Context: an optimization exercise on an open-source flow, tuned for small area, a short achievable clock period and few clock cycles per item. The choices shown serve that exercise and are no tape-out recipe.
Only simulation tests tie the RTL to the original design; equivalence was not proved.

==> flow/design.v (outline; a module is shown in full before it is edited, if it fits) <==
// module cheb_fa: 4 lines
// module cheb_ha: 4 lines
// module cheb_bpp: 3 lines
// module cheb_bppn: 3 lines
// module cheb_mac2: 519 lines
// module cheb_mac1: 660 lines
// module cheb_mac0: 617 lines
// module cheb_dsub: 103 lines
// module cheb_accadd: 85 lines
// module layer: 87 lines
module layer #(
    parameter integer WIDTH     = 16,
    parameter integer ACC_WIDTH = 22
)(
    input  logic              clk,
    input  logic              rst_n,
    input  logic              start,
    input  logic signed [WIDTH-1:0] x_in,
    output logic              ready,
    output logic              debug_bit,
    output logic signed [WIDTH-1:0]     y_out,
    output logic signed [ACC_WIDTH-1:0] acc_out
);
  // ...
==> flow/flow/run.sh <==
#!/bin/bash
# The standard layout (the standard.sh), in three parts:
#  1. the standard synthesis;
#  3. the rest of the standard flow, with timing repair aimed at a setup
#     slack margin of 5.8 ns and free to resize cells across footprints, so
#     that it sizes up again the cells on critical paths. The SDC, clock
#     period and I/O constraints are unchanged.
set -euo pipefail
bash standard.sh synth > synth.log 2>&1
openroad -no_init -exit flow/downsize.tcl > downsize.log 2>&1
bash standard.sh SETUP_SLACK_MARGIN=5.8 MATCH_CELL_FOOTPRINT=0 finish > standard.log 2>&1
==> flow/flow/downsize.tcl <==
set odb orfs/results/sky130hd/layer/base/1_synth.odb
read_db $odb
set db [ord::get_db]
set block [ord::get_db_block]
set to [$db findMaster sky130_fd_sc_hd__a22oi_1]
set n 0
foreach inst [$block getInsts] {
  if {[[$inst getMaster] getName] eq "sky130_fd_sc_hd__a22oi_2"} {
    $inst swapMaster $to
    incr n
  }
}
puts "downsized $n a22oi_2 to a22oi_1"
write_db $odb
==> flow/standard.sh <==
#!/bin/bash
# synth_recipe.tcl (not shown) runs the flow's synth.tcl, then flattens the netlist and writes it again
# the make line also repeats each setting of config.mk as NAME=value (left out here)
make -C /OpenROAD-flow-scripts/flow DESIGN_CONFIG=/design/flow/config.mk WORK_HOME=/design/flow/orfs CLKGATE_MAP_FILE= SYNTH_SCRIPT=/design/flow/synth_recipe.tcl "${@:-finish}"
==> flow/config.mk <==
export PLATFORM = sky130hd
export DESIGN_NAME = layer
export DESIGN_NICKNAME = layer
export VERILOG_FILES = /design/flow/design.v
export SDC_FILE = /design/flow/constraint.sdc
export NUM_CORES = 4
export LEC_CHECK = 0
export CAP_MARGIN = 20
export CORE_MARGIN = 2
export CORE_UTILIZATION = 40
export CTS_BUF_LIST = sky130_fd_sc_hd__clkbuf_4 sky130_fd_sc_hd__clkbuf_8
export SLEW_MARGIN = 20
export SYNTH_HIERARCHICAL = 1
export SYNTH_MINIMUM_KEEP_SIZE = 0
==> flow/constraint.sdc <==
create_clock -name core_clock -period 10.0 [get_ports {clk}]
set_input_delay 2.0000 -clock core_clock [delete_from_list [all_inputs] [get_ports {clk}]]
set_output_delay 2.0000 -clock core_clock [all_outputs]
set_load 0.01 [all_outputs]
==> run_results.csv, run 1 <==
group,metric,value,unit
run_status,outcome,"no timing/DRC/antenna violations",
logic_synthesis,syn_area_per_cell,10.2,µm²
cts,hold_buffers,0,
detailed_routing,m1WireLength,26.4,mm
layout,largest_reg_flops,22,
sta,max_freq,200,MHz
cts,clock_latency,0.55,ns
place,dpl-instance-area,23100,µm²
floorplan,start_util,40.6,%
layout,final_cell_area,26900,µm²
logic_synthesis,synth_fp_nets,2516,
job,drv_cap,0,
worst_setup_path,arrival,5.43,ns
grt,grt_antenna_before_repair,2,
sta,tightest_slew,1.04,ns
detailed_routing,drt_wl_total,63.3,mm
layout,utilization,52.1,%
sta,fin_ws,5.00,ns
layout,layout.clock.cell_area_share,1.46,%
sta,setup_viol,0,
grt,grt_use_met3,4.39,%
grt,grt_max_degree,49,
logic_synthesis,syn_area,21000,µm²
cts,cts_resized,191,
grt,grt_usage,23.3,%
layout,nNonClkBuffers,301,
worst_setup_path,critPathCapture,"b1b[15]$_DFF_P_",
min_path,whs_path_depth,0,
layout,layout.nets,2804,
worst_setup_path,reg2reg_to,"b1b[15]$_DFF_P_",
layout,drive_gt1_share,26.2,%
sta,hold_ws,0.359,ns
layout,inv_count,104,
Testbench counts, summed over its fixed seeds: cycles 7,688, items 384.
==> module cheb_accadd, before the edit <==
module cheb_accadd (
  input  logic        first,
  input  logic [21:0] acc,
  input  logic [15:0] y,
  output logic [21:0] s
);
  wire [21:0] a = first ? 22'd0 : acc;
  wire [21:0] b = {{6{y[15]}}, y};
  wire [21:0] aa_g0 = a & b;
  wire [21:0] aa_p0 = a ^ b;
  wire aa_G1 = aa_g0[1] | (aa_p0[1] & aa_g0[0]);
  wire aa_P1 = aa_p0[1] & aa_p0[0];
  wire aa_G2 = aa_g0[3] | (aa_p0[3] & aa_g0[2]);
  wire aa_P2 = aa_p0[3] & aa_p0[2];
  wire aa_G3 = aa_g0[5] | (aa_p0[5] & aa_g0[4]);
  wire aa_P3 = aa_p0[5] & aa_p0[4];
  wire aa_G4 = aa_g0[7] | (aa_p0[7] & aa_g0[6]);
  wire aa_P4 = aa_p0[7] & aa_p0[6];
  wire aa_G5 = aa_g0[9] | (aa_p0[9] & aa_g0[8]);
  wire aa_P5 = aa_p0[9] & aa_p0[8];
  wire aa_G6 = aa_g0[11] | (aa_p0[11] & aa_g0[10]);
  wire aa_P6 = aa_p0[11] & aa_p0[10];
  wire aa_G7 = aa_g0[13] | (aa_p0[13] & aa_g0[12]);
  wire aa_P7 = aa_p0[13] & aa_p0[12];
  wire aa_G8 = aa_g0[15] | (aa_p0[15] & aa_g0[14]);
  wire aa_P8 = aa_p0[15] & aa_p0[14];
  wire aa_G9 = aa_g0[17] | (aa_p0[17] & aa_g0[16]);
  wire aa_P9 = aa_p0[17] & aa_p0[16];
  wire aa_G10 = aa_g0[19] | (aa_p0[19] & aa_g0[18]);
  wire aa_P10 = aa_p0[19] & aa_p0[18];
  wire aa_G11 = aa_g0[21] | (aa_p0[21] & aa_g0[20]);
  wire aa_P11 = aa_p0[21] & aa_p0[20];
  wire aa_G12 = aa_G2 | (aa_P2 & aa_G1);
  wire aa_P12 = aa_P2 & aa_P1;
  wire aa_G13 = aa_G4 | (aa_P4 & aa_G3);
  wire aa_P13 = aa_P4 & aa_P3;
  wire aa_G14 = aa_G6 | (aa_P6 & aa_G5);
  wire aa_P14 = aa_P6 & aa_P5;
  wire aa_G15 = aa_G8 | (aa_P8 & aa_G7);
  wire aa_P15 = aa_P8 & aa_P7;
  wire aa_G16 = aa_G10 | (aa_P10 & aa_G9);
  wire aa_P16 = aa_P10 & aa_P9;
  wire aa_G17 = aa_G13 | (aa_P13 & aa_G12);
  wire aa_P17 = aa_P13 & aa_P12;
  wire aa_G18 = aa_G15 | (aa_P15 & aa_G14);
  wire aa_P18 = aa_P15 & aa_P14;
  wire aa_G19 = aa_G18 | (aa_P18 & aa_G17);
  wire aa_P19 = aa_P18 & aa_P17;
  wire aa_G20 = aa_G14 | (aa_P14 & aa_G17);
  wire aa_P20 = aa_P14 & aa_P17;
  wire aa_G21 = aa_G16 | (aa_P16 & aa_G19);
  wire aa_P21 = aa_P16 & aa_P19;
  wire aa_G22 = aa_G3 | (aa_P3 & aa_G12);
  wire aa_P22 = aa_P3 & aa_P12;
  wire aa_G23 = aa_G5 | (aa_P5 & aa_G17);
  wire aa_P23 = aa_P5 & aa_P17;
  wire aa_G24 = aa_G7 | (aa_P7 & aa_G20);
  wire aa_P24 = aa_P7 & aa_P20;
  wire aa_G25 = aa_G9 | (aa_P9 & aa_G19);
  wire aa_P25 = aa_P9 & aa_P19;
  wire aa_G26 = aa_G11 | (aa_P11 & aa_G21);
  wire aa_P26 = aa_P11 & aa_P21;
  wire aa_G27 = aa_g0[2] | (aa_p0[2] & aa_G1);
  wire aa_P27 = aa_p0[2] & aa_P1;
  wire aa_G28 = aa_g0[4] | (aa_p0[4] & aa_G12);
  wire aa_P28 = aa_p0[4] & aa_P12;
  wire aa_G29 = aa_g0[6] | (aa_p0[6] & aa_G22);
  wire aa_P29 = aa_p0[6] & aa_P22;
  wire aa_G30 = aa_g0[8] | (aa_p0[8] & aa_G17);
  wire aa_P30 = aa_p0[8] & aa_P17;
  wire aa_G31 = aa_g0[10] | (aa_p0[10] & aa_G23);
  wire aa_P31 = aa_p0[10] & aa_P23;
  wire aa_G32 = aa_g0[12] | (aa_p0[12] & aa_G20);
  wire aa_P32 = aa_p0[12] & aa_P20;
  wire aa_G33 = aa_g0[14] | (aa_p0[14] & aa_G24);
  wire aa_P33 = aa_p0[14] & aa_P24;
  wire aa_G34 = aa_g0[16] | (aa_p0[16] & aa_G19);
  wire aa_P34 = aa_p0[16] & aa_P19;
  wire aa_G35 = aa_g0[18] | (aa_p0[18] & aa_G25);
  wire aa_P35 = aa_p0[18] & aa_P25;
  wire aa_G36 = aa_g0[20] | (aa_p0[20] & aa_G21);
  wire aa_P36 = aa_p0[20] & aa_P21;
  wire [21:0] aa_s = {aa_p0[21] ^ aa_G36, aa_p0[20] ^ aa_G21, aa_p0[19] ^ aa_G35, aa_p0[18] ^ aa_G25, aa_p0[17] ^ aa_G34, aa_p0[16] ^ aa_G19, aa_p0[15] ^ aa_G33, aa_p0[14] ^ aa_G24, aa_p0[13] ^ aa_G32, aa_p0[12] ^ aa_G20, aa_p0[11] ^ aa_G31, aa_p0[10] ^ aa_G23, aa_p0[9] ^ aa_G30, aa_p0[8] ^ aa_G17, aa_p0[7] ^ aa_G29, aa_p0[6] ^ aa_G22, aa_p0[5] ^ aa_G28, aa_p0[4] ^ aa_G12, aa_p0[3] ^ aa_G27, aa_p0[2] ^ aa_G1, aa_p0[1] ^ aa_g0[0], aa_p0[0] ^ 1'b0};
  assign s = aa_s;
endmodule
==> run 2, diff against run 1 <==
--- a/flow/design.v
+++ b/flow/design.v
@@ -15,75 +15,15 @@
 endmodule
 module cheb_mac2 (
   input  logic [3:0]  idx,
+  input  logic [14:0] dig,
   input  logic [15:0] x,
-  output logic [15:0] b
+  output logic [15:0] ca,
+  output logic [15:0] cb,
+  output logic cc
 );
-  logic [4:0] m2_one;
-  always_comb begin
-    case (idx)
-      4'd0: m2_one = 5'h18;
-      4'd1: m2_one = 5'h1b;
-      4'd2: m2_one = 5'h14;
-      4'd3: m2_one = 5'h1e;
-      4'd4: m2_one = 5'ha;
-      4'd5: m2_one = 5'h15;
-      4'd6: m2_one = 5'h17;
-      4'd7: m2_one = 5'h16;
-      4'd8: m2_one = 5'he;
-      4'd9: m2_one = 5'h15;
-      4'd10: m2_one = 5'h14;
-      4'd11: m2_one = 5'h19;
-      4'd12: m2_one = 5'h1d;
-      4'd13: m2_one = 5'h15;
-      4'd14: m2_one = 5'h13;
-      4'd15: m2_one = 5'h15;
-      default: m2_one = '0;
-    endcase
-  end
-  logic [4:0] m2_two;
-  always_comb begin
-    case (idx)
-      4'd0: m2_two = 5'h6;
-      4'd1: m2_two = 5'h4;
-      4'd2: m2_two = 5'h8;
-      4'd3: m2_two = 5'h1;
-      4'd4: m2_two = 5'h14;
-      4'd5: m2_two = 5'h2;
-      4'd6: m2_two = 5'h8;
-      4'd7: m2_two = 5'h9;
-      4'd8: m2_two = 5'h0;
-      4'd9: m2_two = 5'ha;
-      4'd10: m2_two = 5'ha;
-      4'd11: m2_two = 5'h4;
-      4'd12: m2_two = 5'h0;
-      4'd13: m2_two = 5'h2;
-      4'd14: m2_two = 5'h0;
-      4'd15: m2_two = 5'h2;
-      default: m2_two = '0;
-    endcase
-  end
-  logic [4:0] m2_neg;
-  always_comb begin
-    case (idx)
-      4'd0: m2_neg = 5'h12;
-      4'd1: m2_neg = 5'h1a;
-      4'd2: m2_neg = 5'h14;
-      4'd3: m2_neg = 5'h15;
-      4'd4: m2_neg = 5'h12;
-      4'd5: m2_neg = 5'h15;
-      4'd6: m2_neg = 5'h1b;
-      4'd7: m2_neg = 5'h17;
-      4'd8: m2_neg = 5'ha;
-      4'd9: m2_neg = 5'h19;
-      4'd10: m2_neg = 5'h6;
-      4'd11: m2_neg = 5'h19;
-      4'd12: m2_neg = 5'hc;
-      4'd13: m2_neg = 5'h11;
-      4'd14: m2_neg = 5'h3;
-      4'd15: m2_neg = 5'h12;
-      default: m2_neg = '0;
-    endcase
-  end
+  wire [4:0] m2_one = dig[4:0];
+  wire [4:0] m2_two = dig[9:5];
+  wire [4:0] m2_neg = dig[14:10];
   wire m2_pp0_0 = (m2_one[0] & x[0]) ^ m2_neg[0];
   wire m2_pp0_1;
   cheb_bpp u_m2_pp0_1 (.one(m2_one[0]), .two(m2_two[0]), .neg(m2_neg[0]), .bi(x[1]), .bim1(x[0]), .p(m2_pp0_1));
@@ -419,124 +359,35 @@
   cheb_fa u_m2_w145 (.a(m2_k[20]), .b(m2_w100), .c(m2_pp4_16), .s(m2_w145), .co(m2_w146));
   wire [24:0] m2_a = {m2_w144, m2_w142, m2_w140, m2_w138, m2_w136, m2_w134, m2_w132, m2_w130, m2_w128, m2_w126, m2_w124, m2_w122, m2_w120, m2_w118, m2_w116, m2_w114, m2_w112, m2_w110, m2_w108, m2_w106, m2_w104, m2_w102, m2_w101, m2_pp0_1, m2_k[0]};
   wire [24:0] m2_b = {m2_w145, m2_w143, m2_w141, m2_w139, m2_w137, m2_w135, m2_w133, m2_w131, m2_w129, m2_w127, m2_w125, m2_w123, m2_w121, m2_w119, m2_w117, m2_w115, m2_w113, m2_w111, m2_w109, m2_w107, m2_w105, m2_w103, m2_pp1_0, 1'b0, m2_pp0_0};
-  wire [24:0] m2_g = m2_a & m2_b;
-  wire [24:0] m2_p = m2_a ^ m2_b;
+  wire [8:0] m2_g = m2_a[8:0] & m2_b[8:0];
+  wire [8:0] m2_p = m2_a[8:0] ^ m2_b[8:0];
   wire m2_G0_1 = m2_g[1] | (m2_p[1] & m2_g[0]);
   wire m2_P0_1 = m2_p[1] & m2_p[0];
-  wire m2_G0_3 = m2_g[3] | (m2_p[3] & m2_g[2]);
-  wire m2_P0_3 = m2_p[3] & m2_p[2];
-  wire m2_G0_5 = m2_g[5] | (m2_p[5] & m2_g[4]);
-  wire m2_P0_5 = m2_p[5] & m2_p[4];
-  wire m2_G0_7 = m2_g[7] | (m2_p[7] & m2_g[6]);
-  wire m2_P0_7 = m2_p[7] & m2_p[6];
-  wire m2_G0_9 = m2_g[9] | (m2_p[9] & m2_g[8]);
-  wire m2_P0_9 = m2_p[9] & m2_p[8];
-  wire m2_G0_11 = m2_g[11] | (m2_p[11] & m2_g[10]);
-  wire m2_P0_11 = m2_p[11] & m2_p[10];
-  wire m2_G0_13 = m2_g[13] | (m2_p[13] & m2_g[12]);
-  wire m2_P0_13 = m2_p[13] & m2_p[12];
-  wire m2_G0_15 = m2_g[15] | (m2_p[15] & m2_g[14]);
-  wire m2_P0_15 = m2_p[15] & m2_p[14];
-  wire m2_G0_17 = m2_g[17] | (m2_p[17] & m2_g[16]);
-  wire m2_P0_17 = m2_p[17] & m2_p[16];
-  wire m2_G0_19 = m2_g[19] | (m2_p[19] & m2_g[18]);
-  wire m2_P0_19 = m2_p[19] & m2_p[18];
-  wire m2_G0_21 = m2_g[21] | (m2_p[21] & m2_g[20]);
-  wire m2_P0_21 = m2_p[21] & m2_p[20];
-  wire m2_G0_23 = m2_g[23] | (m2_p[23] & m2_g[22]);
-  wire m2_P0_23 = m2_p[23] & m2_p[22];
-  wire m2_G1_2 = m2_g[2] | (m2_p[2] & m2_G0_1);
-  wire m2_P1_2 = m2_p[2] & m2_P0_1;
-  wire m2_G1_3 = m2_G0_3 | (m2_P0_3 & m2_G0_1);
-  wire m2_P1_3 = m2_P0_3 & m2_P0_1;
-  wire m2_G1_6 = m2_g[6] | (m2_p[6] & m2_G0_5);
-  wire m2_P1_6 = m2_p[6] & m2_P0_5;
-  wire m2_G1_7 = m2_G0_7 | (m2_P0_7 & m2_G0_5);
-  wire m2_P1_7 = m2_P0_7 & m2_P0_5;
-  wire m2_G1_10 = m2_g[10] | (m2_p[10] & m2_G0_9);
-  wire m2_P1_10 = m2_p[10] & m2_P0_9;
-  wire m2_G1_11 = m2_G0_11 | (m2_P0_11 & m2_G0_9);
-  wire m2_P1_11 = m2_P0_11 & m2_P0_9;
-  wire m2_G1_14 = m2_g[14] | (m2_p[14] & m2_G0_13);
-  wire m2_P1_14 = m2_p[14] & m2_P0_13;
-  wire m2_G1_15 = m2_G0_15 | (m2_P0_15 & m2_G0_13);
-  wire m2_P1_15 = m2_P0_15 & m2_P0_13;
-  wire m2_G1_18 = m2_g[18] | (m2_p[18] & m2_G0_17);
-  wire m2_P1_18 = m2_p[18] & m2_P0_17;
-  wire m2_G1_19 = m2_G0_19 | (m2_P0_19 & m2_G0_17);
-  wire m2_P1_19 = m2_P0_19 & m2_P0_17;
-  wire m2_G1_22 = m2_g[22] | (m2_p[22] & m2_G0_21);
-  wire m2_P1_22 = m2_p[22] & m2_P0_21;
-  wire m2_G1_23 = m2_G0_23 | (m2_P0_23 & m2_G0_21);
-  wire m2_P1_23 = m2_P0_23 & m2_P0_21;
-  wire m2_G2_4 = m2_g[4] | (m2_p[4] & m2_G1_3);
-  wire m2_P2_4 = m2_p[4] & m2_P1_3;
-  wire m2_G2_5 = m2_G0_5 | (m2_P0_5 & m2_G1_3);
-  wire m2_P2_5 = m2_P0_5 & m2_P1_3;
-  wire m2_G2_6 = m2_G1_6 | (m2_P1_6 & m2_G1_3);
-  wire m2_P2_6 = m2_P1_6 & m2_P1_3;
-  wire m2_G2_7 = m2_G1_7 | (m2_P1_7 & m2_G1_3);
-  wire m2_P2_7 = m2_P1_7 & m2_P1_3;
-  wire m2_G2_12 = m2_g[12] | (m2_p[12] & m2_G1_11);
-  wire m2_P2_12 = m2_p[12] & m2_P1_11;
-  wire m2_G2_13 = m2_G0_13 | (m2_P0_13 & m2_G1_11);
-  wire m2_P2_13 = m2_P0_13 & m2_P1_11;
-  wire m2_G2_14 = m2_G1_14 | (m2_P1_14 & m2_G1_11);
-  wire m2_P2_14 = m2_P1_14 & m2_P1_11;
-  wire m2_G2_15 = m2_G1_15 | (m2_P1_15 & m2_G1_11);
-  wire m2_P2_15 = m2_P1_15 & m2_P1_11;
-  wire m2_G2_20 = m2_g[20] | (m2_p[20] & m2_G1_19);
-  wire m2_P2_20 = m2_p[20] & m2_P1_19;
-  wire m2_G2_21 = m2_G0_21 | (m2_P0_21 & m2_G1_19);
-  wire m2_P2_21 = m2_P0_21 & m2_P1_19;
-  wire m2_G2_22 = m2_G1_22 | (m2_P1_22 & m2_G1_19);
-  wire m2_P2_22 = m2_P1_22 & m2_P1_19;
-  wire m2_G2_23 = m2_G1_23 | (m2_P1_23 & m2_G1_19);
-  wire m2_P2_23 = m2_P1_23 & m2_P1_19;
-  wire m2_G3_8 = m2_g[8] | (m2_p[8] & m2_G2_7);
-  wire m2_P3_8 = m2_p[8] & m2_P2_7;
-  wire m2_G3_9 = m2_G0_9 | (m2_P0_9 & m2_G2_7);
-  wire m2_P3_9 = m2_P0_9 & m2_P2_7;
-  wire m2_G3_10 = m2_G1_10 | (m2_P1_10 & m2_G2_7);
-  wire m2_P3_10 = m2_P1_10 & m2_P2_7;
-  wire m2_G3_11 = m2_G1_11 | (m2_P1_11 & m2_G2_7);
-  wire m2_P3_11 = m2_P1_11 & m2_P2_7;
-  wire m2_G3_12 = m2_G2_12 | (m2_P2_12 & m2_G2_7);
-  wire m2_P3_12 = m2_P2_12 & m2_P2_7;
-  wire m2_G3_13 = m2_G2_13 | (m2_P2_13 & m2_G2_7);
-  wire m2_P3_13 = m2_P2_13 & m2_P2_7;
-  wire m2_G3_14 = m2_G2_14 | (m2_P2_14 & m2_G2_7);
-  wire m2_P3_14 = m2_P2_14 & m2_P2_7;
-  wire m2_G3_15 = m2_G2_15 | (m2_P2_15 & m2_G2_7);
-  wire m2_P3_15 = m2_P2_15 & m2_P2_7;
-  wire m2_G3_24 = m2_g[24] | (m2_p[24] & m2_G2_23);
-  wire m2_P3_24 = m2_p[24] & m2_P2_23;
-  wire m2_G4_16 = m2_g[16] | (m2_p[16] & m2_G3_15);
-  wire m2_P4_16 = m2_p[16] & m2_P3_15;
-  wire m2_G4_17 = m2_G0_17 | (m2_P0_17 & m2_G3_15);
-  wire m2_P4_17 = m2_P0_17 & m2_P3_15;
-  wire m2_G4_18 = m2_G1_18 | (m2_P1_18 & m2_G3_15);
-  wire m2_P4_18 = m2_P1_18 & m2_P3_15;
-  wire m2_G4_19 = m2_G1_19 | (m2_P1_19 & m2_G3_15);
-  wire m2_P4_19 = m2_P1_19 & m2_P3_15;
-  wire m2_G4_20 = m2_G2_20 | (m2_P2_20 & m2_G3_15);
-  wire m2_P4_20 = m2_P2_20 & m2_P3_15;
-  wire m2_G4_21 = m2_G2_21 | (m2_P2_21 & m2_G3_15);
-  wire m2_P4_21 = m2_P2_21 & m2_P3_15;
-  wire m2_G4_22 = m2_G2_22 | (m2_P2_22 & m2_G3_15);
-  wire m2_P4_22 = m2_P2_22 & m2_P3_15;
-  wire m2_G4_23 = m2_G2_23 | (m2_P2_23 & m2_G3_15);
-  wire m2_P4_23 = m2_P2_23 & m2_P3_15;
-  wire m2_G4_24 = m2_G3_24 | (m2_P3_24 & m2_G3_15);
-  wire m2_P4_24 = m2_P3_24 & m2_P3_15;
-  wire [15:0] m2_sum = {m2_p[24] ^ m2_G4_23, m2_p[23] ^ m2_G4_22, m2_p[22] ^ m2_G4_21, m2_p[21] ^ m2_G4_20, m2_p[20] ^ m2_G4_19, m2_p[19] ^ m2_G4_18, m2_p[18] ^ m2_G4_17, m2_p[17] ^ m2_G4_16, m2_p[16] ^ m2_G3_15, m2_p[15] ^ m2_G3_14, m2_p[14] ^ m2_G3_13, m2_p[13] ^ m2_G3_12, m2_p[12] ^ m2_G3_11, m2_p[11] ^ m2_G3_10, m2_p[10] ^ m2_G3_9, m2_p[9] ^ m2_G3_8};
-  assign b = m2_sum;
+  wire m2_G2_3 = m2_g[3] | (m2_p[3] & m2_g[2]);
+  wire m2_P2_3 = m2_p[3] & m2_p[2];
+  wire m2_G0_3 = m2_G2_3 | (m2_P2_3 & m2_G0_1);
+  wire m2_P0_3 = m2_P2_3 & m2_P0_1;
+  wire m2_G4_5 = m2_g[5] | (m2_p[5] & m2_g[4]);
+  wire m2_P4_5 = m2_p[5] & m2_p[4];
+  wire m2_G7_8 = m2_g[8] | (m2_p[8] & m2_g[7]);
+  wire m2_P7_8 = m2_p[8] & m2_p[7];
+  wire m2_G6_8 = m2_G7_8 | (m2_P7_8 & m2_g[6]);
+  wire m2_P6_8 = m2_P7_8 & m2_p[6];
+  wire m2_G4_8 = m2_G6_8 | (m2_P6_8 & m2_G4_5);
+  wire m2_P4_8 = m2_P6_8 & m2_P4_5;
+  wire m2_G0_8 = m2_G4_8 | (m2_P4_8 & m2_G0_3);
+  wire m2_P0_8 = m2_P4_8 & m2_P0_3;
+  assign ca = m2_a[24:9];
+  assign cb = m2_b[24:9];
+  assign cc = m2_G0_8;
 endmodule
 module cheb_mac1 (
   input  logic [3:0]  idx,
   input  logic [15:0] x,
   input  logic [15:0] bin,
-  output logic [15:0] b
+  output logic [15:0] ca,
+  output logic [15:0] cb,
+  output logic cc
 );
   wire m1_one0 = x[0] ^ 1'b0;
   wire m1_two0 = (x[1] & ~x[0] & ~1'b0) | (~x[1] & x[0] & 1'b0);
@@ -1079,124 +930,35 @@
   cheb_fa u_m1_w235 (.a(m1_w144), .b(m1_w189), .c(m1_w188), .s(m1_w235), .co(m1_w236));
   wire [24:0] m1_a = {m1_w234, m1_w232, m1_w230, m1_w228, m1_w226, m1_w224, m1_w222, m1_w220, m1_w218, m1_w216, m1_w214, m1_w212, m1_w210, m1_w208, m1_w206, m1_w204, m1_w202, m1_w200, m1_w198, m1_w196, m1_w194, m1_w192, m1_w191, m1_pp0_1, m1_neg0};
   wire [24:0] m1_b = {m1_w235, m1_w233, m1_w231, m1_w229, m1_w227, m1_w225, m1_w223, m1_w221, m1_w219, m1_w217, m1_w215, m1_w213, m1_w211, m1_w209, m1_w207, m1_w205, m1_w203, m1_w201, m1_w199, m1_w197, m1_w195, m1_w193, m1_pp1_0, 1'b0, m1_pp0_0};
-  wire [24:0] m1_g = m1_a & m1_b;
-  wire [24:0] m1_p = m1_a ^ m1_b;
+  wire [8:0] m1_g = m1_a[8:0] & m1_b[8:0];
+  wire [8:0] m1_p = m1_a[8:0] ^ m1_b[8:0];
   wire m1_G0_1 = m1_g[1] | (m1_p[1] & m1_g[0]);
   wire m1_P0_1 = m1_p[1] & m1_p[0];
-  wire m1_G0_3 = m1_g[3] | (m1_p[3] & m1_g[2]);
-  wire m1_P0_3 = m1_p[3] & m1_p[2];
-  wire m1_G0_5 = m1_g[5] | (m1_p[5] & m1_g[4]);
-  wire m1_P0_5 = m1_p[5] & m1_p[4];
-  wire m1_G0_7 = m1_g[7] | (m1_p[7] & m1_g[6]);
-  wire m1_P0_7 = m1_p[7] & m1_p[6];
-  wire m1_G0_9 = m1_g[9] | (m1_p[9] & m1_g[8]);
-  wire m1_P0_9 = m1_p[9] & m1_p[8];
-  wire m1_G0_11 = m1_g[11] | (m1_p[11] & m1_g[10]);
-  wire m1_P0_11 = m1_p[11] & m1_p[10];
-  wire m1_G0_13 = m1_g[13] | (m1_p[13] & m1_g[12]);
-  wire m1_P0_13 = m1_p[13] & m1_p[12];
-  wire m1_G0_15 = m1_g[15] | (m1_p[15] & m1_g[14]);
-  wire m1_P0_15 = m1_p[15] & m1_p[14];
-  wire m1_G0_17 = m1_g[17] | (m1_p[17] & m1_g[16]);
-  wire m1_P0_17 = m1_p[17] & m1_p[16];
-  wire m1_G0_19 = m1_g[19] | (m1_p[19] & m1_g[18]);
-  wire m1_P0_19 = m1_p[19] & m1_p[18];
-  wire m1_G0_21 = m1_g[21] | (m1_p[21] & m1_g[20]);
-  wire m1_P0_21 = m1_p[21] & m1_p[20];
-  wire m1_G0_23 = m1_g[23] | (m1_p[23] & m1_g[22]);
-  wire m1_P0_23 = m1_p[23] & m1_p[22];
-  wire m1_G1_2 = m1_g[2] | (m1_p[2] & m1_G0_1);
-  wire m1_P1_2 = m1_p[2] & m1_P0_1;
-  wire m1_G1_3 = m1_G0_3 | (m1_P0_3 & m1_G0_1);
-  wire m1_P1_3 = m1_P0_3 & m1_P0_1;
-  wire m1_G1_6 = m1_g[6] | (m1_p[6] & m1_G0_5);
-  wire m1_P1_6 = m1_p[6] & m1_P0_5;
-  wire m1_G1_7 = m1_G0_7 | (m1_P0_7 & m1_G0_5);
-  wire m1_P1_7 = m1_P0_7 & m1_P0_5;
-  wire m1_G1_10 = m1_g[10] | (m1_p[10] & m1_G0_9);
-  wire m1_P1_10 = m1_p[10] & m1_P0_9;
-  wire m1_G1_11 = m1_G0_11 | (m1_P0_11 & m1_G0_9);
-  wire m1_P1_11 = m1_P0_11 & m1_P0_9;
-  wire m1_G1_14 = m1_g[14] | (m1_p[14] & m1_G0_13);
-  wire m1_P1_14 = m1_p[14] & m1_P0_13;
-  wire m1_G1_15 = m1_G0_15 | (m1_P0_15 & m1_G0_13);
-  wire m1_P1_15 = m1_P0_15 & m1_P0_13;
-  wire m1_G1_18 = m1_g[18] | (m1_p[18] & m1_G0_17);
-  wire m1_P1_18 = m1_p[18] & m1_P0_17;
-  wire m1_G1_19 = m1_G0_19 | (m1_P0_19 & m1_G0_17);
-  wire m1_P1_19 = m1_P0_19 & m1_P0_17;
-  wire m1_G1_22 = m1_g[22] | (m1_p[22] & m1_G0_21);
-  wire m1_P1_22 = m1_p[22] & m1_P0_21;
-  wire m1_G1_23 = m1_G0_23 | (m1_P0_23 & m1_G0_21);
-  wire m1_P1_23 = m1_P0_23 & m1_P0_21;
-  wire m1_G2_4 = m1_g[4] | (m1_p[4] & m1_G1_3);
-  wire m1_P2_4 = m1_p[4] & m1_P1_3;
-  wire m1_G2_5 = m1_G0_5 | (m1_P0_5 & m1_G1_3);
-  wire m1_P2_5 = m1_P0_5 & m1_P1_3;
-  wire m1_G2_6 = m1_G1_6 | (m1_P1_6 & m1_G1_3);
-  wire m1_P2_6 = m1_P1_6 & m1_P1_3;
-  wire m1_G2_7 = m1_G1_7 | (m1_P1_7 & m1_G1_3);
-  wire m1_P2_7 = m1_P1_7 & m1_P1_3;
-  wire m1_G2_12 = m1_g[12] | (m1_p[12] & m1_G1_11);
-  wire m1_P2_12 = m1_p[12] & m1_P1_11;
-  wire m1_G2_13 = m1_G0_13 | (m1_P0_13 & m1_G1_11);
-  wire m1_P2_13 = m1_P0_13 & m1_P1_11;
-  wire m1_G2_14 = m1_G1_14 | (m1_P1_14 & m1_G1_11);
-  wire m1_P2_14 = m1_P1_14 & m1_P1_11;
-  wire m1_G2_15 = m1_G1_15 | (m1_P1_15 & m1_G1_11);
-  wire m1_P2_15 = m1_P1_15 & m1_P1_11;
-  wire m1_G2_20 = m1_g[20] | (m1_p[20] & m1_G1_19);
-  wire m1_P2_20 = m1_p[20] & m1_P1_19;
-  wire m1_G2_21 = m1_G0_21 | (m1_P0_21 & m1_G1_19);
-  wire m1_P2_21 = m1_P0_21 & m1_P1_19;
-  wire m1_G2_22 = m1_G1_22 | (m1_P1_22 & m1_G1_19);
-  wire m1_P2_22 = m1_P1_22 & m1_P1_19;
-  wire m1_G2_23 = m1_G1_23 | (m1_P1_23 & m1_G1_19);
-  wire m1_P2_23 = m1_P1_23 & m1_P1_19;
-  wire m1_G3_8 = m1_g[8] | (m1_p[8] & m1_G2_7);
-  wire m1_P3_8 = m1_p[8] & m1_P2_7;
-  wire m1_G3_9 = m1_G0_9 | (m1_P0_9 & m1_G2_7);
-  wire m1_P3_9 = m1_P0_9 & m1_P2_7;
-  wire m1_G3_10 = m1_G1_10 | (m1_P1_10 & m1_G2_7);
-  wire m1_P3_10 = m1_P1_10 & m1_P2_7;
-  wire m1_G3_11 = m1_G1_11 | (m1_P1_11 & m1_G2_7);
-  wire m1_P3_11 = m1_P1_11 & m1_P2_7;
-  wire m1_G3_12 = m1_G2_12 | (m1_P2_12 & m1_G2_7);
-  wire m1_P3_12 = m1_P2_12 & m1_P2_7;
-  wire m1_G3_13 = m1_G2_13 | (m1_P2_13 & m1_G2_7);
-  wire m1_P3_13 = m1_P2_13 & m1_P2_7;
-  wire m1_G3_14 = m1_G2_14 | (m1_P2_14 & m1_G2_7);
-  wire m1_P3_14 = m1_P2_14 & m1_P2_7;
-  wire m1_G3_15 = m1_G2_15 | (m1_P2_15 & m1_G2_7);
-  wire m1_P3_15 = m1_P2_15 & m1_P2_7;
-  wire m1_G3_24 = m1_g[24] | (m1_p[24] & m1_G2_23);
-  wire m1_P3_24 = m1_p[24] & m1_P2_23;
-  wire m1_G4_16 = m1_g[16] | (m1_p[16] & m1_G3_15);
-  wire m1_P4_16 = m1_p[16] & m1_P3_15;
-  wire m1_G4_17 = m1_G0_17 | (m1_P0_17 & m1_G3_15);
-  wire m1_P4_17 = m1_P0_17 & m1_P3_15;
-  wire m1_G4_18 = m1_G1_18 | (m1_P1_18 & m1_G3_15);
-  wire m1_P4_18 = m1_P1_18 & m1_P3_15;
-  wire m1_G4_19 = m1_G1_19 | (m1_P1_19 & m1_G3_15);
-  wire m1_P4_19 = m1_P1_19 & m1_P3_15;
-  wire m1_G4_20 = m1_G2_20 | (m1_P2_20 & m1_G3_15);
-  wire m1_P4_20 = m1_P2_20 & m1_P3_15;
-  wire m1_G4_21 = m1_G2_21 | (m1_P2_21 & m1_G3_15);
-  wire m1_P4_21 = m1_P2_21 & m1_P3_15;
-  wire m1_G4_22 = m1_G2_22 | (m1_P2_22 & m1_G3_15);
-  wire m1_P4_22 = m1_P2_22 & m1_P3_15;
-  wire m1_G4_23 = m1_G2_23 | (m1_P2_23 & m1_G3_15);
-  wire m1_P4_23 = m1_P2_23 & m1_P3_15;
-  wire m1_G4_24 = m1_G3_24 | (m1_P3_24 & m1_G3_15);
-  wire m1_P4_24 = m1_P3_24 & m1_P3_15;
-  wire [15:0] m1_sum = {m1_p[24] ^ m1_G4_23, m1_p[23] ^ m1_G4_22, m1_p[22] ^ m1_G4_21, m1_p[21] ^ m1_G4_20, m1_p[20] ^ m1_G4_19, m1_p[19] ^ m1_G4_18, m1_p[18] ^ m1_G4_17, m1_p[17] ^ m1_G4_16, m1_p[16] ^ m1_G3_15, m1_p[15] ^ m1_G3_14, m1_p[14] ^ m1_G3_13, m1_p[13] ^ m1_G3_12, m1_p[12] ^ m1_G3_11, m1_p[11] ^ m1_G3_10, m1_p[10] ^ m1_G3_9, m1_p[9] ^ m1_G3_8};
-  assign b = m1_sum;
+  wire m1_G2_3 = m1_g[3] | (m1_p[3] & m1_g[2]);
+  wire m1_P2_3 = m1_p[3] & m1_p[2];
+  wire m1_G0_3 = m1_G2_3 | (m1_P2_3 & m1_G0_1);
+  wire m1_P0_3 = m1_P2_3 & m1_P0_1;
+  wire m1_G4_5 = m1_g[5] | (m1_p[5] & m1_g[4]);
+  wire m1_P4_5 = m1_p[5] & m1_p[4];
+  wire m1_G7_8 = m1_g[8] | (m1_p[8] & m1_g[7]);
+  wire m1_P7_8 = m1_p[8] & m1_p[7];
+  wire m1_G6_8 = m1_G7_8 | (m1_P7_8 & m1_g[6]);
+  wire m1_P6_8 = m1_P7_8 & m1_p[6];
+  wire m1_G4_8 = m1_G6_8 | (m1_P6_8 & m1_G4_5);
+  wire m1_P4_8 = m1_P6_8 & m1_P4_5;
+  wire m1_G0_8 = m1_G4_8 | (m1_P4_8 & m1_G0_3);
+  wire m1_P0_8 = m1_P4_8 & m1_P0_3;
+  assign ca = m1_a[24:9];
+  assign cb = m1_b[24:9];
+  assign cc = m1_G0_8;
 endmodule
 module cheb_mac0 (
   input  logic [15:0] x,
   input  logic [15:0] bin,
   input  logic [15:0] d,
-  output logic [15:0] y
+  output logic [15:0] ca,
+  output logic [15:0] cb,
+  output logic cc
 );
   wire m0_one0 = x[0] ^ 1'b0;
   wire m0_two0 = (x[1] & ~x[0] & ~1'b0) | (~x[1] & x[0] & 1'b0);
@@ -1690,124 +1452,29 @@
   cheb_fa u_m0_w219 (.a(m0_w127), .b(m0_w170), .c(m0_w171), .s(m0_w219), .co(m0_w220));
   wire [25:0] m0_a = {m0_w218, m0_w216, m0_w214, m0_w212, m0_w210, m0_w208, m0_w206, m0_w204, m0_w202, m0_w200, m0_w198, m0_w196, m0_w194, m0_w192, m0_w190, m0_w188, m0_w186, m0_w184, m0_w182, m0_w180, m0_w178, m0_w176, m0_w174, m0_w173, m0_pp0_1, m0_neg0};
   wire [25:0] m0_b = {m0_w219, m0_w217, m0_w215, m0_w213, m0_w211, m0_w209, m0_w207, m0_w205, m0_w203, m0_w201, m0_w199, m0_w197, m0_w195, m0_w193, m0_w191, m0_w189, m0_w187, m0_w185, m0_w183, m0_w181, m0_w179, m0_w177, m0_w175, m0_pp1_0, 1'b0, m0_pp0_0};
-  wire [25:0] m0_g = m0_a & m0_b;
-  wire [25:0] m0_p = m0_a ^ m0_b;
+  wire [9:0] m0_g = m0_a[9:0] & m0_b[9:0];
+  wire [9:0] m0_p = m0_a[9:0] ^ m0_b[9:0];
   wire m0_G0_1 = m0_g[1] | (m0_p[1] & m0_g[0]);
   wire m0_P0_1 = m0_p[1] & m0_p[0];
-  wire m0_G0_3 = m0_g[3] | (m0_p[3] & m0_g[2]);
-  wire m0_P0_3 = m0_p[3] & m0_p[2];
-  wire m0_G0_5 = m0_g[5] | (m0_p[5] & m0_g[4]);
-  wire m0_P0_5 = m0_p[5] & m0_p[4];
-  wire m0_G0_7 = m0_g[7] | (m0_p[7] & m0_g[6]);
-  wire m0_P0_7 = m0_p[7] & m0_p[6];
-  wire m0_G0_9 = m0_g[9] | (m0_p[9] & m0_g[8]);
-  wire m0_P0_9 = m0_p[9] & m0_p[8];
-  wire m0_G0_11 = m0_g[11] | (m0_p[11] & m0_g[10]);
-  wire m0_P0_11 = m0_p[11] & m0_p[10];
-  wire m0_G0_13 = m0_g[13] | (m0_p[13] & m0_g[12]);
-  wire m0_P0_13 = m0_p[13] & m0_p[12];
-  wire m0_G0_15 = m0_g[15] | (m0_p[15] & m0_g[14]);
-  wire m0_P0_15 = m0_p[15] & m0_p[14];
-  wire m0_G0_17 = m0_g[17] | (m0_p[17] & m0_g[16]);
-  wire m0_P0_17 = m0_p[17] & m0_p[16];
-  wire m0_G0_19 = m0_g[19] | (m0_p[19] & m0_g[18]);
-  wire m0_P0_19 = m0_p[19] & m0_p[18];
-  wire m0_G0_21 = m0_g[21] | (m0_p[21] & m0_g[20]);
-  wire m0_P0_21 = m0_p[21] & m0_p[20];
-  wire m0_G0_23 = m0_g[23] | (m0_p[23] & m0_g[22]);
-  wire m0_P0_23 = m0_p[23] & m0_p[22];
-  wire m0_G0_25 = m0_g[25] | (m0_p[25] & m0_g[24]);
-  wire m0_P0_25 = m0_p[25] & m0_p[24];
-  wire m0_G1_2 = m0_g[2] | (m0_p[2] & m0_G0_1);
-  wire m0_P1_2 = m0_p[2] & m0_P0_1;
-  wire m0_G1_3 = m0_G0_3 | (m0_P0_3 & m0_G0_1);
-  wire m0_P1_3 = m0_P0_3 & m0_P0_1;
-  wire m0_G1_6 = m0_g[6] | (m0_p[6] & m0_G0_5);
-  wire m0_P1_6 = m0_p[6] & m0_P0_5;
-  wire m0_G1_7 = m0_G0_7 | (m0_P0_7 & m0_G0_5);
-  wire m0_P1_7 = m0_P0_7 & m0_P0_5;
-  wire m0_G1_10 = m0_g[10] | (m0_p[10] & m0_G0_9);
-  wire m0_P1_10 = m0_p[10] & m0_P0_9;
-  wire m0_G1_11 = m0_G0_11 | (m0_P0_11 & m0_G0_9);
-  wire m0_P1_11 = m0_P0_11 & m0_P0_9;
-  wire m0_G1_14 = m0_g[14] | (m0_p[14] & m0_G0_13);
-  wire m0_P1_14 = m0_p[14] & m0_P0_13;
-  wire m0_G1_15 = m0_G0_15 | (m0_P0_15 & m0_G0_13);
-  wire m0_P1_15 = m0_P0_15 & m0_P0_13;
-  wire m0_G1_18 = m0_g[18] | (m0_p[18] & m0_G0_17);
-  wire m0_P1_18 = m0_p[18] & m0_P0_17;
-  wire m0_G1_19 = m0_G0_19 | (m0_P0_19 & m0_G0_17);
-  wire m0_P1_19 = m0_P0_19 & m0_P0_17;
-  wire m0_G1_22 = m0_g[22] | (m0_p[22] & m0_G0_21);
-  wire m0_P1_22 = m0_p[22] & m0_P0_21;
-  wire m0_G1_23 = m0_G0_23 | (m0_P0_23 & m0_G0_21);
-  wire m0_P1_23 = m0_P0_23 & m0_P0_21;
-  wire m0_G2_4 = m0_g[4] | (m0_p[4] & m0_G1_3);
-  wire m0_P2_4 = m0_p[4] & m0_P1_3;
-  wire m0_G2_5 = m0_G0_5 | (m0_P0_5 & m0_G1_3);
-  wire m0_P2_5 = m0_P0_5 & m0_P1_3;
-  wire m0_G2_6 = m0_G1_6 | (m0_P1_6 & m0_G1_3);
-  wire m0_P2_6 = m0_P1_6 & m0_P1_3;
-  wire m0_G2_7 = m0_G1_7 | (m0_P1_7 & m0_G1_3);
-  wire m0_P2_7 = m0_P1_7 & m0_P1_3;
-  wire m0_G2_12 = m0_g[12] | (m0_p[12] & m0_G1_11);
-  wire m0_P2_12 = m0_p[12] & m0_P1_11;
-  wire m0_G2_13 = m0_G0_13 | (m0_P0_13 & m0_G1_11);
-  wire m0_P2_13 = m0_P0_13 & m0_P1_11;
-  wire m0_G2_14 = m0_G1_14 | (m0_P1_14 & m0_G1_11);
-  wire m0_P2_14 = m0_P1_14 & m0_P1_11;
-  wire m0_G2_15 = m0_G1_15 | (m0_P1_15 & m0_G1_11);
-  wire m0_P2_15 = m0_P1_15 & m0_P1_11;
-  wire m0_G2_20 = m0_g[20] | (m0_p[20] & m0_G1_19);
-  wire m0_P2_20 = m0_p[20] & m0_P1_19;
-  wire m0_G2_21 = m0_G0_21 | (m0_P0_21 & m0_G1_19);
-  wire m0_P2_21 = m0_P0_21 & m0_P1_19;
-  wire m0_G2_22 = m0_G1_22 | (m0_P1_22 & m0_G1_19);
-  wire m0_P2_22 = m0_P1_22 & m0_P1_19;
-  wire m0_G2_23 = m0_G1_23 | (m0_P1_23 & m0_G1_19);
-  wire m0_P2_23 = m0_P1_23 & m0_P1_19;
-  wire m0_G3_8 = m0_g[8] | (m0_p[8] & m0_G2_7);
-  wire m0_P3_8 = m0_p[8] & m0_P2_7;
-  wire m0_G3_9 = m0_G0_9 | (m0_P0_9 & m0_G2_7);
-  wire m0_P3_9 = m0_P0_9 & m0_P2_7;
-  wire m0_G3_10 = m0_G1_10 | (m0_P1_10 & m0_G2_7);
-  wire m0_P3_10 = m0_P1_10 & m0_P2_7;
-  wire m0_G3_11 = m0_G1_11 | (m0_P1_11 & m0_G2_7);
-  wire m0_P3_11 = m0_P1_11 & m0_P2_7;
-  wire m0_G3_12 = m0_G2_12 | (m0_P2_12 & m0_G2_7);
-  wire m0_P3_12 = m0_P2_12 & m0_P2_7;
-  wire m0_G3_13 = m0_G2_13 | (m0_P2_13 & m0_G2_7);
-  wire m0_P3_13 = m0_P2_13 & m0_P2_7;
-  wire m0_G3_14 = m0_G2_14 | (m0_P2_14 & m0_G2_7);
-  wire m0_P3_14 = m0_P2_14 & m0_P2_7;
-  wire m0_G3_15 = m0_G2_15 | (m0_P2_15 & m0_G2_7);
-  wire m0_P3_15 = m0_P2_15 & m0_P2_7;
-  wire m0_G3_24 = m0_g[24] | (m0_p[24] & m0_G2_23);
-  wire m0_P3_24 = m0_p[24] & m0_P2_23;
-  wire m0_G3_25 = m0_G0_25 | (m0_P0_25 & m0_G2_23);
-  wire m0_P3_25 = m0_P0_25 & m0_P2_23;
-  wire m0_G4_16 = m0_g[16] | (m0_p[16] & m0_G3_15);
-  wire m0_P4_16 = m0_p[16] & m0_P3_15;
-  wire m0_G4_17 = m0_G0_17 | (m0_P0_17 & m0_G3_15);
-  wire m0_P4_17 = m0_P0_17 & m0_P3_15;
-  wire m0_G4_18 = m0_G1_18 | (m0_P1_18 & m0_G3_15);
-  wire m0_P4_18 = m0_P1_18 & m0_P3_15;
-  wire m0_G4_19 = m0_G1_19 | (m0_P1_19 & m0_G3_15);
-  wire m0_P4_19 = m0_P1_19 & m0_P3_15;
-  wire m0_G4_20 = m0_G2_20 | (m0_P2_20 & m0_G3_15);
-  wire m0_P4_20 = m0_P2_20 & m0_P3_15;
-  wire m0_G4_21 = m0_G2_21 | (m0_P2_21 & m0_G3_15);
-  wire m0_P4_21 = m0_P2_21 & m0_P3_15;
-  wire m0_G4_22 = m0_G2_22 | (m0_P2_22 & m0_G3_15);
-  wire m0_P4_22 = m0_P2_22 & m0_P3_15;
-  wire m0_G4_23 = m0_G2_23 | (m0_P2_23 & m0_G3_15);
-  wire m0_P4_23 = m0_P2_23 & m0_P3_15;
-  wire m0_G4_24 = m0_G3_24 | (m0_P3_24 & m0_G3_15);
-  wire m0_P4_24 = m0_P3_24 & m0_P3_15;
-  wire m0_G4_25 = m0_G3_25 | (m0_P3_25 & m0_G3_15);
-  wire m0_P4_25 = m0_P3_25 & m0_P3_15;
-  wire [15:0] m0_sum = {m0_p[25] ^ m0_G4_24, m0_p[24] ^ m0_G4_23, m0_p[23] ^ m0_G4_22, m0_p[22] ^ m0_G4_21, m0_p[21] ^ m0_G4_20, m0_p[20] ^ m0_G4_19, m0_p[19] ^ m0_G4_18, m0_p[18] ^ m0_G4_17, m0_p[17] ^ m0_G4_16, m0_p[16] ^ m0_G3_15, m0_p[15] ^ m0_G3_14, m0_p[14] ^ m0_G3_13, m0_p[13] ^ m0_G3_12, m0_p[12] ^ m0_G3_11, m0_p[11] ^ m0_G3_10, m0_p[10] ^ m0_G3_9};
-  assign y = m0_sum;
+  wire m0_G3_4 = m0_g[4] | (m0_p[4] & m0_g[3]);
+  wire m0_P3_4 = m0_p[4] & m0_p[3];
+  wire m0_G2_4 = m0_G3_4 | (m0_P3_4 & m0_g[2]);
+  wire m0_P2_4 = m0_P3_4 & m0_p[2];
+  wire m0_G0_4 = m0_G2_4 | (m0_P2_4 & m0_G0_1);
+  wire m0_P0_4 = m0_P2_4 & m0_P0_1;
+  wire m0_G5_6 = m0_g[6] | (m0_p[6] & m0_g[5]);
+  wire m0_P5_6 = m0_p[6] & m0_p[5];
+  wire m0_G8_9 = m0_g[9] | (m0_p[9] & m0_g[8]);
+  wire m0_P8_9 = m0_p[9] & m0_p[8];
+  wire m0_G7_9 = m0_G8_9 | (m0_P8_9 & m0_g[7]);
+  wire m0_P7_9 = m0_P8_9 & m0_p[7];
+  wire m0_G5_9 = m0_G7_9 | (m0_P7_9 & m0_G5_6);
+  wire m0_P5_9 = m0_P7_9 & m0_P5_6;
+  wire m0_G0_9 = m0_G5_9 | (m0_P5_9 & m0_G0_4);
+  wire m0_P0_9 = m0_P5_9 & m0_P0_4;
+  assign ca = m0_a[25:10];
+  assign cb = m0_b[25:10];
+  assign cc = m0_G0_9;
 endmodule
 module cheb_dsub (
   input  logic [3:0]  idx,
@@ -1914,12 +1581,13 @@
 endmodule
 module cheb_accadd (
   input  logic        first,
+  input  logic        valid,
   input  logic [21:0] acc,
   input  logic [15:0] y,
   output logic [21:0] s
 );
   wire [21:0] a = first ? 22'd0 : acc;
-  wire [21:0] b = {{6{y[15]}}, y};
+  wire [21:0] b = valid ? {{6{y[15]}}, y} : 22'd0;
   wire [21:0] aa_g0 = a & b;
   wire [21:0] aa_p0 = a ^ b;
   wire aa_G1 = aa_g0[1] | (aa_p0[1] & aa_g0[0]);
@@ -1997,6 +1665,81 @@
   wire [21:0] aa_s = {aa_p0[21] ^ aa_G36, aa_p0[20] ^ aa_G21, aa_p0[19] ^ aa_G35, aa_p0[18] ^ aa_G25, aa_p0[17] ^ aa_G34, aa_p0[16] ^ aa_G19, aa_p0[15] ^ aa_G33, aa_p0[14] ^ aa_G24, aa_p0[13] ^ aa_G32, aa_p0[12] ^ aa_G20, aa_p0[11] ^ aa_G31, aa_p0[10] ^ aa_G23, aa_p0[9] ^ aa_G30, aa_p0[8] ^ aa_G17, aa_p0[7] ^ aa_G29, aa_p0[6] ^ aa_G22, aa_p0[5] ^ aa_G28, aa_p0[4] ^ aa_G12, aa_p0[3] ^ aa_G27, aa_p0[2] ^ aa_G1, aa_p0[1] ^ aa_g0[0], aa_p0[0] ^ 1'b0};
   assign s = aa_s;
 endmodule
+module cheb_cpa16 (
+  input  logic [15:0] a,
+  input  logic [15:0] b,
+  input  logic        c,
+  output logic [15:0] s
+);
+  wire [15:0] g = a & b;
+  wire [15:0] p = a ^ b;
+  wire g0c = g[0] | (p[0] & c);
+  wire G0_1 = g[1] | (p[1] & g0c);
+  wire P0_1 = p[1] & p[0];
+  wire G0_3 = g[3] | (p[3] & g[2]);
+  wire P0_3 = p[3] & p[2];
+  wire G0_5 = g[5] | (p[5] & g[4]);
+  wire P0_5 = p[5] & p[4];
+  wire G0_7 = g[7] | (p[7] & g[6]);
+  wire P0_7 = p[7] & p[6];
+  wire G0_9 = g[9] | (p[9] & g[8]);
+  wire P0_9 = p[9] & p[8];
+  wire G0_11 = g[11] | (p[11] & g[10]);
+  wire P0_11 = p[11] & p[10];
+  wire G0_13 = g[13] | (p[13] & g[12]);
+  wire P0_13 = p[13] & p[12];
+  wire G0_15 = g[15] | (p[15] & g[14]);
+  wire P0_15 = p[15] & p[14];
+  wire G1_2 = g[2] | (p[2] & G0_1);
+  wire P1_2 = p[2] & P0_1;
+  wire G1_3 = G0_3 | (P0_3 & G0_1);
+  wire P1_3 = P0_3 & P0_1;
+  wire G1_6 = g[6] | (p[6] & G0_5);
+  wire P1_6 = p[6] & P0_5;
+  wire G1_7 = G0_7 | (P0_7 & G0_5);
+  wire P1_7 = P0_7 & P0_5;
+  wire G1_10 = g[10] | (p[10] & G0_9);
+  wire P1_10 = p[10] & P0_9;
+  wire G1_11 = G0_11 | (P0_11 & G0_9);
+  wire P1_11 = P0_11 & P0_9;
+  wire G1_14 = g[14] | (p[14] & G0_13);
+  wire P1_14 = p[14] & P0_13;
+  wire G1_15 = G0_15 | (P0_15 & G0_13);
+  wire P1_15 = P0_15 & P0_13;
+  wire G2_4 = g[4] | (p[4] & G1_3);
+  wire P2_4 = p[4] & P1_3;
+  wire G2_5 = G0_5 | (P0_5 & G1_3);
+  wire P2_5 = P0_5 & P1_3;
+  wire G2_6 = G1_6 | (P1_6 & G1_3);
+  wire P2_6 = P1_6 & P1_3;
+  wire G2_7 = G1_7 | (P1_7 & G1_3);
+  wire P2_7 = P1_7 & P1_3;
+  wire G2_12 = g[12] | (p[12] & G1_11);
+  wire P2_12 = p[12] & P1_11;
+  wire G2_13 = G0_13 | (P0_13 & G1_11);
+  wire P2_13 = P0_13 & P1_11;
+  wire G2_14 = G1_14 | (P1_14 & G1_11);
+  wire P2_14 = P1_14 & P1_11;
+  wire G2_15 = G1_15 | (P1_15 & G1_11);
+  wire P2_15 = P1_15 & P1_11;
+  wire G3_8 = g[8] | (p[8] & G2_7);
+  wire P3_8 = p[8] & P2_7;
+  wire G3_9 = G0_9 | (P0_9 & G2_7);
+  wire P3_9 = P0_9 & P2_7;
+  wire G3_10 = G1_10 | (P1_10 & G2_7);
+  wire P3_10 = P1_10 & P2_7;
+  wire G3_11 = G1_11 | (P1_11 & G2_7);
+  wire P3_11 = P1_11 & P2_7;
+  wire G3_12 = G2_12 | (P2_12 & G2_7);
+  wire P3_12 = P2_12 & P2_7;
+  wire G3_13 = G2_13 | (P2_13 & G2_7);
+  wire P3_13 = P2_13 & P2_7;
+  wire G3_14 = G2_14 | (P2_14 & G2_7);
+  wire P3_14 = P2_14 & P2_7;
+  wire G3_15 = G2_15 | (P2_15 & G2_7);
+  wire P3_15 = P2_15 & P2_7;
+  assign s = {p[15] ^ G3_14, p[14] ^ G3_13, p[13] ^ G3_12, p[12] ^ G3_11, p[11] ^ G3_10, p[10] ^ G3_9, p[9] ^ G3_8, p[8] ^ G2_7, p[7] ^ G2_6, p[6] ^ G2_5, p[5] ^ G2_4, p[4] ^ G1_3, p[3] ^ G1_2, p[2] ^ G0_1, p[1] ^ g0c, p[0] ^ c};
+endmodule
 `timescale 1ns / 1ps
 module layer #(
     parameter integer WIDTH     = 16,
@@ -2025,51 +1768,84 @@
             if (cnt == 4'd15) active <= 1'b0;
         end
     end
-    logic v0, va, vb, vc;
+    logic v0, v1, v2, v3, v4, v5, fst6, lst6, lst7;
     always_ff @(posedge clk or negedge rst_n) begin
         if (!rst_n) begin
-            v0 <= 1'b0; va <= 1'b0; vb <= 1'b0; vc <= 1'b0;
+            v0 <= 1'b0; v1 <= 1'b0; v2 <= 1'b0; v3 <= 1'b0;
+            v4 <= 1'b0; v5 <= 1'b0;
+            fst6 <= 1'b0; lst6 <= 1'b0; lst7 <= 1'b0; ready <= 1'b0;
         end else begin
             v0 <= start | active;
-            va <= v0;
-            vb <= va;
-            vc <= vb;
+            v1 <= v0;
+            v2 <= v1;
+            v3 <= v2;
+            v4 <= v3;
+            v5 <= v4;
+            fst6 <= v4 && i4 == 4'd0;
+            lst6 <= v4 && i4 == 4'd15;
+            lst7  <= lst6;
+            ready <= lst7;
         end
     end
-    logic [3:0]  i0, ia, ib;
-    logic        first_c, last_c;
-    logic [15:0] x0, xa, xb;
-    logic [15:0] b2a, db, b1b, yc;
+    wire [3:0] idx_n = start ? 4'd0 : cnt;
+  logic [14:0] dig_n;
+  always_comb begin
+    case (idx_n)
+      4'd0: dig_n = 15'h48d8;
+      4'd1: dig_n = 15'h689b;
+      4'd2: dig_n = 15'h5114;
+      4'd3: dig_n = 15'h543e;
+      4'd4: dig_n = 15'h4a8a;
+      4'd5: dig_n = 15'h5455;
+      4'd6: dig_n = 15'h6d17;
+      4'd7: dig_n = 15'h5d36;
+      4'd8: dig_n = 15'h280e;
+      4'd9: dig_n = 15'h6555;
+      4'd10: dig_n = 15'h1954;
+      4'd11: dig_n = 15'h6499;
+      4'd12: dig_n = 15'h301d;
+      4'd13: dig_n = 15'h4455;
+      4'd14: dig_n = 15'hc13;
+      4'd15: dig_n = 15'h4855;
+      default: dig_n = '0;
+    endcase
+  end
+    logic [3:0]  i0, i1, i2, i3, i4;
+    logic [14:0] dig0;
+    logic [15:0] x0, x1, x2, x3, x4;
+    logic [15:0] a2, b2s, a1, b1s, a0, b0s;      
+    logic        c2, c1, c0;
+    logic [15:0] b2, b2d, b1, d;
+    logic [15:0] a2_n, b2s_n, a1_n, b1s_n, a0_n, b0s_n;
+    logic        c2_n, c1_n, c0_n;
     logic [15:0] b2_n, b1_n, d_n, y_n;
     always_ff @(posedge clk) begin
-        x0  <= x_in;
-        i0  <= start ? 4'd0 : cnt;
-        xa  <= x0;
-        ia  <= i0;
-        b2a <= b2_n;
-        xb  <= xa;
-        ib  <= ia;
-        db  <= d_n;
-        b1b <= b1_n;
-        yc      <= y_n;
-        first_c <= (ib == 4'd0);
-        last_c  <= (ib == 4'd15);
+        x0   <= x_in;
+        i0   <= idx_n;
+        dig0 <= dig_n;
+        x1 <= x0;  i1 <= i0;
+        a2 <= a2_n; b2s <= b2s_n; c2 <= c2_n;
+        x2 <= x1;  i2 <= i1;
+        b2 <= b2_n;
+        x3 <= x2;  i3 <= i2;
+        a1 <= a1_n; b1s <= b1s_n; c1 <= c1_n;
+        b2d <= b2;
+        x4 <= x3;  i4 <= i3;
+        b1 <= b1_n;
+        d  <= d_n;
+        a0 <= a0_n; b0s <= b0s_n; c0 <= c0_n;
     end
-    cheb_mac2 u_m2 (.idx(i0), .x(x0), .b(b2_n));
-    cheb_mac1 u_m1 (.idx(ia), .x(xa), .bin(b2a), .b(b1_n));
-    cheb_dsub u_ds (.idx(ia), .x15(xa[15]), .b2(b2a), .d(d_n));
-    cheb_mac0 u_m0 (.x(xb), .bin(b1b), .d(db), .y(y_n));
+    cheb_mac2  u_m2  (.idx(i0), .dig(dig0), .x(x0), .ca(a2_n), .cb(b2s_n), .cc(c2_n));
+    cheb_cpa16 u_p2  (.a(a2), .b(b2s), .c(c2), .s(b2_n));
+    cheb_mac1  u_m1  (.idx(i2), .x(x2), .bin(b2), .ca(a1_n), .cb(b1s_n), .cc(c1_n));
+    cheb_cpa16 u_p1  (.a(a1), .b(b1s), .c(c1), .s(b1_n));
+    cheb_dsub  u_ds  (.idx(i3), .x15(x3[15]), .b2(b2d), .d(d_n));
+    cheb_mac0  u_m0  (.x(x4), .bin(b1), .d(d), .ca(a0_n), .cb(b0s_n), .cc(c0_n));
+    cheb_cpa16 u_p0  (.a(a0), .b(b0s), .c(c0), .s(y_n));
     logic signed [ACC_WIDTH-1:0] acc, acc_n;
-    logic                        dbg;
-    cheb_accadd u_acc (.first(first_c), .acc(acc), .y(yc), .s(acc_n));
-    always_ff @(posedge clk) begin
+    cheb_accadd u_acc (.first(fst6), .valid(v5), .acc(acc), .y(y_n), .s(acc_n));
+    always_ff @(posedge clk)
         acc <= acc_n;
-        dbg <= sat_parity(acc_n);
-    end
-    always_ff @(posedge clk or negedge rst_n) begin
-        if (!rst_n) ready <= 1'b0;
-        else        ready <= vc & last_c;
-    end
     function automatic logic [WIDTH-1:0] requant(input logic [ACC_WIDTH-1:0] a);
         if (!a[21] && a[20:10] != '0)
             requant = 16'h7fff;
@@ -2078,10 +1854,13 @@
         else
             requant = {a[10:0], 5'b0};
     endfunction
-    function automatic logic sat_parity(input logic [ACC_WIDTH-1:0] a);
-        sat_parity = ^a ^ ^requant(a);
-    endfunction
+    logic [WIDTH-1:0] yq;
+    logic             dbg;
+    always_ff @(posedge clk) begin
+        yq  <= requant(acc);
+        dbg <= ^acc ^ ^requant(acc);
+    end
     assign acc_out   = acc;
-    assign y_out     = requant(acc);
+    assign y_out     = yq;
     assign debug_bit = dbg;
 endmodule
==> flow/flow/run.sh (replaced) <==
#!/bin/bash
# The standard layout (the standard.sh: ORFS synthesis to final layout),
# with timing repair aimed at a setup slack margin of 6.6 ns, i.e. paths of
# at most 3.4 ns; the SDC, clock period and I/O constraints are unchanged.
set -euo pipefail
bash standard.sh SETUP_SLACK_MARGIN=6.6 finish > standard.log 2>&1
--- a/flow/config.mk
+++ b/flow/config.mk
@@ -8,7 +8,6 @@
 export CAP_MARGIN = 20
 export CORE_MARGIN = 2
 export CORE_UTILIZATION = 40
-export CTS_BUF_LIST = sky130_fd_sc_hd__clkbuf_4 sky130_fd_sc_hd__clkbuf_8
 export SLEW_MARGIN = 20
 export SYNTH_HIERARCHICAL = 1
 export SYNTH_MINIMUM_KEEP_SIZE = 0
removed: flow/flow/downsize.tcl
==> run_results.csv, run 2 <==
group,metric,value,unit
cts,htreeDepth,2,
cts,cts_tree,"yes",
sta,period_needed,3.94,ns
detailed_routing,drc,0,
layout,layout.nets,3012,
grt,grt_pass1_vias,19700,
logic_synthesis,synth_top_flop_cell,"dfxtp_1",
cts,cts_root_buf,"clkbuf_16",
logic_synthesis,synth_most_common_cell,"xnor2_1",
worst_setup_path,arrival,4.39,ns
place,gp_congestion,0.863,
worst_setup_path,setup.worst_path.class,"reg2reg",
grt,grt_usage,20.5,%
sta,rsz0062_at_grt,"yes",
sta,max_freq,253,MHz
floorplan,rows,95,
min_path,holdPathEnd,"x2[11]$_DFF_P_",
min_path,hold_class,"reg2reg",
cts,hold_buffers,0,
layout,final_cell_area,32800,µm²
logic_synthesis,syn_area_per_cell,11.5,µm²
min_path,hp-start,"x1[11]$_DFF_P_",
layout,diodes,0,
detailed_routing,routedWlPerCell,20.8,µm
sta,maxSlewViolCount,0,
job,drv_cap,0,
detailed_routing,dr.pass1.iters,5,
detailed_routing,postRouteAntennaNets,0,
sta,hold_viol,0,
worst_setup_path,path_max_fanout,3,
layout,largest_reg_flops,22,
grt,grt_max_degree,31,
worst_setup_path,r2r-start,"c0$_DFF_P_",
logic_synthesis,synth.distinct_cells,79,
logic_synthesis,syn_area,26900,µm²
worst_setup_path,reg2reg_to,"acc[14]$_DFF_P_",
worst_setup_path,r2r_cells,17,
logic_synthesis,synth_top_area_cell,"dfxtp_1",
cts,clk_pin_slew,0.06,ns
worst_setup_path,cp-startpoint,"c0$_DFF_P_",
sta,fin_setup_tns,0,ns
worst_setup_path,worstPathRequired,10.44,ns
layout,drive_gt1_share,36.4,%
grt,grt_antenna_before_repair,1,
place,dpl-instance-area,28700,µm²
cts,clockBufferDepth,3,
worst_setup_path,cp-start-kind,"register",
cts,clock_latency,0.57,ns
logic_synthesis,synth_fp_nets,2821,
sta,period_share,39.4,%
logic_synthesis,synthTopCellsByArea,"dfxtp_1 23%, fa_1 21%, a22oi_2 15%",
logic_synthesis,synth_seq_cells,329,
floorplan,start_util,40.2,%
cts,cts_made_buffers,39,
sta,clock_skew,0.0397,ns
cts,cts.sinks,329,
floorplan,die_area,69400,µm²
min_path,whs_path_depth,0,
sta,setup_viol,0,
grt,grt_pass1_wl,113,mm
detailed_routing,drt_wl_total,71.4,mm
sta,tightest_slew,1.12,ns
run_status,outcome,"no timing/DRC/antenna violations",
[run 2: worst max-delay path by stage]
stage                 endpoint  slack (ns)  cells past startpoint
6_report       acc[14]$_DFF_P_        6.06                     17
3_5_place_dp   dig0[6]$_DFF_P_        5.73                      7
3_3_place_gp   dig0[6]$_DFF_P_        5.88                      7
4_1_cts        acc[21]$_DFF_P_        6.03                     17
2_1_floorplan  acc[17]$_DFF_P_        6.26                     18
5_1_grt        acc[21]$_DFF_P_        5.91                     17
[run 2: modules after synthesis, one instance, submodules excluded]
| module | area [µm²] | copies in the design | cells | flops+latches |
|---|---|---|---|---|
| cheb_mac1 | 1200 | 1 | 182 | 0 |
| cheb_bppn | 21.3 | 15 | 2 | 0 |
| cheb_dsub | 832 | 1 | 112 | 0 |
| layer | 7880 | 1 | 502 | 329 |
| cheb_mac0 | 708 | 1 | 100 | 0 |
| cheb_cpa16 | 672 | 3 | 87 | 0 |
| cheb_ha | 12.5 | 35 | 1 | 0 |
| cheb_bpp | 21.3 | 300 | 2 | 0 |
| cheb_accadd | 1130 | 1 | 137 | 0 |
| cheb_fa | 20.0 | 254 | 1 | 0 |
| cheb_mac2 | 948 | 1 | 132 | 0 |
[run 2: kinds of logic (layout without fill, tap and decap cells)]
kind of cell	Yosys count	in the layout	synth area share, %
compound gates	558	558	20.8
xor+xnor	421	421	13.7
fa+ha+maj	457	457	29.1
buf+inv	263	484	5.25
flops	329	329	24.7
mux	18	18	0.841
simple gates	299	299	5.47
[run 2: layout make-up]
type | instances | area (µm²)
flip-flops and latches | 329 | 6840
fillers | 5832 | 34200
repair buffers | 278 | 2760
multi-input cells | 1753 | 20200
well taps | 873 | 1090
clock buffers | 55 | 1130
inverters | 135 | 515
clock inverters | 16 | 213
[run 2: per-stage QoR]
| stage | cells | util [%] | setup WS [ns] | hold slack [ns] |
|---|---|---|---|---|
| 4_1_cts | 3381 | 47.6 | 6.03 | 0.322 |
| 3_3_place_gp | 3167 | 42.8 | 5.88 | 0.310 |
| 2_1_floorplan | 2345 | - | 6.26 | 0.309 |
| 5_1_grt | 3439 | 48.9 | 5.91 | 0.325 |
| 3_5_place_dp | 3167 | 42.8 | 5.73 | 0.312 |
| 6_report | 3439 | 48.9 | 6.06 | 0.320 |
[run 2: worst max-delay path: stages, from the launching register on]
cell      delay, ns
dfxtp_2        0.32
inv_2          0.04
fa_2           0.37
fa_2           0.38
nor2b_4        0.16
buf_4          0.12
o21a_1         0.12
nor2_1         0.05
fa_2           0.60
inv_2          0.04
and2_4         0.16
ha_4           0.26
o211ai_4       0.08
o211ai_4       0.22
buf_4          0.16
a41oi_4        0.13
o21ai_2        0.17
fa_2           0.44
[run 2: metal layers]
metal | global-route usage (%) | vias up | routed length, µm
met5 | 0 | - | 0
met4 | 5.87 | 0 | 1930
met3 | 2.78 | 121 | 2820
met2 | 35.9 | 419 | 35500
met1 | 26.5 | 9470 | 31100
li1 | - | 8446 | -
[run 2: repair_timing]
item,CTS,global route
pin swaps,52,54
buffers inserted,143,57
gates cloned,0,1
resized for setup,144,95
hold endpoints to repair,0,0
endpoints found under the setup margin,135,65
Testbench counts of run 2, summed over its fixed seeds: cycles 8,840, items 384.

[port drivers added, routing unchanged]
The flow's constraints put no driver on any port. The routed layouts listed below were extracted and timed again, unchanged, in two steps. Step 1 sets driving cells, clkbuf_16 on the clock port and buf_2 on the other inputs (assumed; they add their load-dependent delay and slew). Step 2, shift: input delay + t, output delay - t, t = (earliest + latest rising clock arrival at the registers) / 2. This alone moves slack from input paths to output paths. Three values: ideal ports, drivers, drivers and shift; two values: the first two.
run | shift t [ns] | setup WS [ns] | latest minus earliest clock arrival (ns) | slew at the worst register clock pin (ns) | worst data-port slew with drivers (ns)
run 1 | 0.591 | 4.999 / 4.999 / 4.999 | 0.027 / 0.026 | 0.11 / 0.11 | 0.04
run 2 | 0.607 | 6.055 / 6.055 / 6.055 | 0.040 / 0.040 | 0.06 / 0.06 | 0.04
After both steps setup and hold are still met in every run listed.
